Source: an optimization exercise on an open RTL-to-GDS flow (aim: small area and a short achievable clock period). Production flows keep margins and buffers that such runs may drop.
Only simulation tests tie the RTL to the original design; equivalence was not proved.

== run A ==
// lms_adapt_filt_4tap
module lms_adapt_filt_4tap (clk,rst,xin,din,errr,filt_out);
Size in the first run: about 1300 cells after synthesis, about 110 flip-flops, roughly 40 I/O pins, about 0.013 mm^2 of cells after synthesis.
==> flow/config.mk <==
export PLATFORM = sky130hd
export DESIGN_NAME = lms_adapt_filt_4tap
export DESIGN_NICKNAME = lms_adapt_filt_4tap
export VERILOG_FILES = /design/flow/design.v
export SDC_FILE = /design/flow/constraint.sdc
export NUM_CORES = 4
export LEC_CHECK = 0
export CAP_MARGIN = 20
export CORE_MARGIN = 2
export CORE_UTILIZATION = 40
export SLEW_MARGIN = 20
export SYNTH_HIERARCHICAL = 1
==> flow/constraint.sdc <==
create_clock -name core_clock -period 12.0 [get_ports {clk}]
set_input_delay 2.4000 -clock core_clock [delete_from_list [all_inputs] [get_ports {clk}]]
set_output_delay 2.4000 -clock core_clock [all_outputs]
set_load 0.01 [all_outputs]
standard.sh (not shown) runs the stock make flow with config.mk's settings and CLKGATE_MAP_FILE= SYNTH_SCRIPT=/design/flow/synth_recipe.tcl, a recipe that flattens the netlist after the stock synthesis.
==> flow/flow/run.sh <==
#!/bin/bash
# The standard layout, with buf_1 cells as the port buffers (the timing
# repair upsizes the ones on critical paths) and the repair aiming 5.7 ns
# below the clock period.
set -euo pipefail
bash standard.sh SETUP_SLACK_MARGIN=5.7 "BUFFER_PORTS_ARGS=-buffer_cell sky130_fd_sc_hd__buf_1" finish > standard.log 2>&1
Changes in run B relative to run A:
# run A
export LEC_CHECK = 0
export CAP_MARGIN = 20
export CORE_MARGIN = 2
export CORE_UTILIZATION = 40
export SLEW_MARGIN = 20
export SYNTH_HIERARCHICAL = 1
create_clock -name core_clock -period 12.0 [get_ports {clk}]
# run B
export LEC_CHECK = 0
export CAP_MARGIN = 20
export CORE_MARGIN = 2
export CORE_UTILIZATION = 70
export SLEW_MARGIN = 20
export SYNTH_HIERARCHICAL = 1
create_clock -name core_clock -period 12.0 [get_ports {clk}]
==> flow/flow/run.sh <==
#!/bin/bash
# The standard layout, with buf_1 cells as the port buffers (the timing
# repair upsizes the ones on critical paths) and the repair aiming 5.4 ns
# below the clock period.
set -euo pipefail
bash standard.sh SETUP_SLACK_MARGIN=5.4 "BUFFER_PORTS_ARGS=-buffer_cell sky130_fd_sc_hd__buf_1" finish > standard.log 2>&1
Routed length on met1 (lower): run B
Summary of run B over run A: HPWL after detailed placement dropped about 7%, non-clock buffer count moved down.
For the delay of the slowest cell on the worst path, run B came in 0.34 ns higher than run A did.
Setup changes, run B to run C
# run B
export LEC_CHECK = 0
export CAP_MARGIN = 20
export CORE_MARGIN = 2
export CORE_UTILIZATION = 70
export SLEW_MARGIN = 20
export SYNTH_HIERARCHICAL = 1
create_clock -name core_clock -period 12.0 [get_ports {clk}]
# run C
export LEC_CHECK = 0
export CAP_MARGIN = 20
export CORE_MARGIN = 2
export CORE_UTILIZATION = 40
export SETUP_SLACK_MARGIN = 5
export SLEW_MARGIN = 20
export SYNTH_HIERARCHICAL = 1
create_clock -name core_clock -period 12.0 [get_ports {clk}]
==> flow/flow/run.sh <==
#!/bin/bash
# The standard layout, with buf_1 cells as the port buffers (the timing
# repair upsizes the ones on critical paths).
set -euo pipefail
bash standard.sh "BUFFER_PORTS_ARGS=-buffer_cell sky130_fd_sc_hd__buf_1" finish > standard.log 2>&1
==> summary.txt <==
For run C and run B, there was not a single run that failed to finish clean.
Looking at worst setup slack, run C sits 0.088 ns lower than run B does.
Relative to run B, starting density of the core has decreased by 31 points in run C.
On routed wire length: run C sits above run B.
Edits applied to the flow inputs when going from run C to run D:
# run C
export LEC_CHECK = 0
export CAP_MARGIN = 20
export CORE_MARGIN = 2
export CORE_UTILIZATION = 40
export SETUP_SLACK_MARGIN = 5
export SLEW_MARGIN = 20
export SYNTH_HIERARCHICAL = 1
create_clock -name core_clock -period 12.0 [get_ports {clk}]
# run D
export LEC_CHECK = 0
export CAP_MARGIN = 20
export CORE_MARGIN = 2
export CORE_UTILIZATION = 40
export SLEW_MARGIN = 20
export SYNTH_HIERARCHICAL = 1
create_clock -name core_clock -period 12.0 [get_ports {clk}]
==> flow/flow/run.sh <==
#!/bin/bash
# The standard layout, with buf_1 cells as the port buffers (the timing
# repair upsizes the ones on critical paths) and the repair aiming 5.4 ns
# below the clock period.
set -euo pipefail
bash standard.sh SETUP_SLACK_MARGIN=5.4 "BUFFER_PORTS_ARGS=-buffer_cell sky130_fd_sc_hd__buf_1" finish > standard.log 2>&1
--- outcome ---
- Going from run C to run D, time the worst path needs with I/O delays and setup shrinks by 0.098 ns.
- The run showing the smaller sequential share of layout area is run D.
- In summary, run D completed successfully, with a layout that passed the timing, DRC and antenna checks.
- Taking run C as the reference point, the number of buffer and inverter instances along the worst setup path of run D rises by 1.
- Delta (run D minus run C): non-clock buffer count rose by 2.
- Taking run C as the reference, in run D fmax higher, synthesized cell count roughly the same.

---

lms_adapt_filt_4tap, a different RTL version from the one above (not shown whole).
Size in the first run: ~110 flip-flops, ~0.013 mm² of cells after synthesis.
==> flow/config.mk <==
export PLATFORM = sky130hd
export DESIGN_NAME = lms_adapt_filt_4tap
export DESIGN_NICKNAME = lms_adapt_filt_4tap
export VERILOG_FILES = /design/flow/design.v
export SDC_FILE = /design/flow/constraint.sdc
export NUM_CORES = 4
export LEC_CHECK = 0
export CAP_MARGIN = 20
export CORE_MARGIN = 2
export CORE_UTILIZATION = 40
export SLEW_MARGIN = 20
export SYNTH_HIERARCHICAL = 1
==> flow/constraint.sdc <==
create_clock -name core_clock -period 12.0 [get_ports {clk}]
set_input_delay 2.4000 -clock core_clock [delete_from_list [all_inputs] [get_ports {clk}]]
set_output_delay 2.4000 -clock core_clock [all_outputs]
set_load 0.01 [all_outputs]
==> flow/flow/run.sh <==
#!/bin/bash
# The standard layout, with buf_1 cells as the port buffers (the timing
# repair upsizes the ones on critical paths) and the repair aiming 5.8 ns
# below the clock period.
set -euo pipefail
bash standard.sh SETUP_SLACK_MARGIN=5.8 "BUFFER_PORTS_ARGS=-buffer_cell sky130_fd_sc_hd__buf_1" finish > standard.log 2>&1
The starting point produced a clean layout.
Edit:
==> flow/flow/run.sh (replaced) <==
#!/bin/bash
# The standard layout, with buf_1 cells as the port buffers (the timing
# repair upsizes the ones on critical paths).
set -euo pipefail
bash standard.sh "BUFFER_PORTS_ARGS=-buffer_cell sky130_fd_sc_hd__buf_1" finish > standard.log 2>&1
--- a/flow/config.mk
+++ b/flow/config.mk
@@ -10,0 +11 @@
+export SETUP_SLACK_MARGIN = 5
Effect:
- die area is unchanged
- worst setup slack degrades by 0.21 ns
- first-iteration DRC count increases by a little under a tenth
- sequential share of layout area increases by 1.2 points
- cell area decreases by a few percent
- via count decreases by a few percent
- global-route usage decreases by 0.81 points
- worst hold slack degrades by 0.0042 ns
- cell count decreases by a few percent
Edit:
--- a/flow/config.mk
+++ b/flow/config.mk
@@ -10,0 +11 @@
+export CTS_BUF_LIST = sky130_fd_sc_hd__clkbuf_8
Worst setup slack degrades by 0.0044 ns. Cell count is unchanged. Routed wire length hardly moves. Register-to-register slack barely changes. Synthesized area does not change. Clock-buffer cell count stays the same. Hold slack improves by 0.012 ns. Sequential share of layout area rose by 0.13 points. Design area fell slightly.
Edit:
==> flow/run.sh (new file) <==
#!/bin/bash
# synth_recipe.tcl (not shown) runs the flow's synth.tcl, then flattens the netlist and writes it again
# the make line also repeats each setting of config.mk as NAME=value (left out here)
make -C /OpenROAD-flow-scripts/flow DESIGN_CONFIG=/design/flow/config.mk WORK_HOME=/design/flow/orfs CLKGATE_MAP_FILE= SYNTH_SCRIPT=/design/flow/synth_recipe.tcl finish
--- a/flow/config.mk
+++ b/flow/config.mk
@@ -11 +10,0 @@
-export CTS_BUF_LIST = sky130_fd_sc_hd__clkbuf_8
removed: flow/flow/run.sh
removed: flow/standard.sh
What happened: Wire length went up slightly; sequential share of layout area came out lower by 0.66 points; cell count rose slightly; register-to-register slack stays flat; die area stays the same.

## afterwards: timing with drivers on the ports
Ports are ideal in the flow. The routed layouts listed here were re-timed in OpenROAD.
Step 1 sets driving cells, clkbuf_16 on the clock port and buf_2 on the other inputs (assumed; they add their load-dependent delay and slew).
Step 2 times the ports against the registers' clock, not the clock port: input delays grow and output delays shrink by t, the midpoint of the rising clock arrivals with the driver on.
Slacks: ideal ports / drivers / drivers and shift; pairs: ideal ports / drivers.
run	t, ns	setup slack, ns	latest minus earliest clock arrival (ns)
run A	0.401	5.794 / 5.770 / 5.501	0.014 / 0.015
run B	0.406	5.640 / 5.640 / 5.341	0.008 / 0.008
run C	0.407	5.553 / 5.553 / 5.428	0.012 / 0.013
run D	0.408	5.651 / 5.628 / 5.419	0.013 / 0.013
the first run of note 2	0.418	5.556 / 5.556 / 5.192	0.019 / 0.019
the second run of note 2	0.411	5.341 / 5.341 / 5.030	0.012 / 0.011
the third run of note 2	0.449	5.337 / 5.337 / 5.038	0.013 / 0.014
the fourth run of note 2	0.417	5.211 / 5.180 / 4.902	0.014 / 0.014
After both steps setup and hold are still met in every run listed. The setup slack of the first run of note 2, which loses most, moves by 0.000 ns with the drivers and by -0.364 ns with both steps.
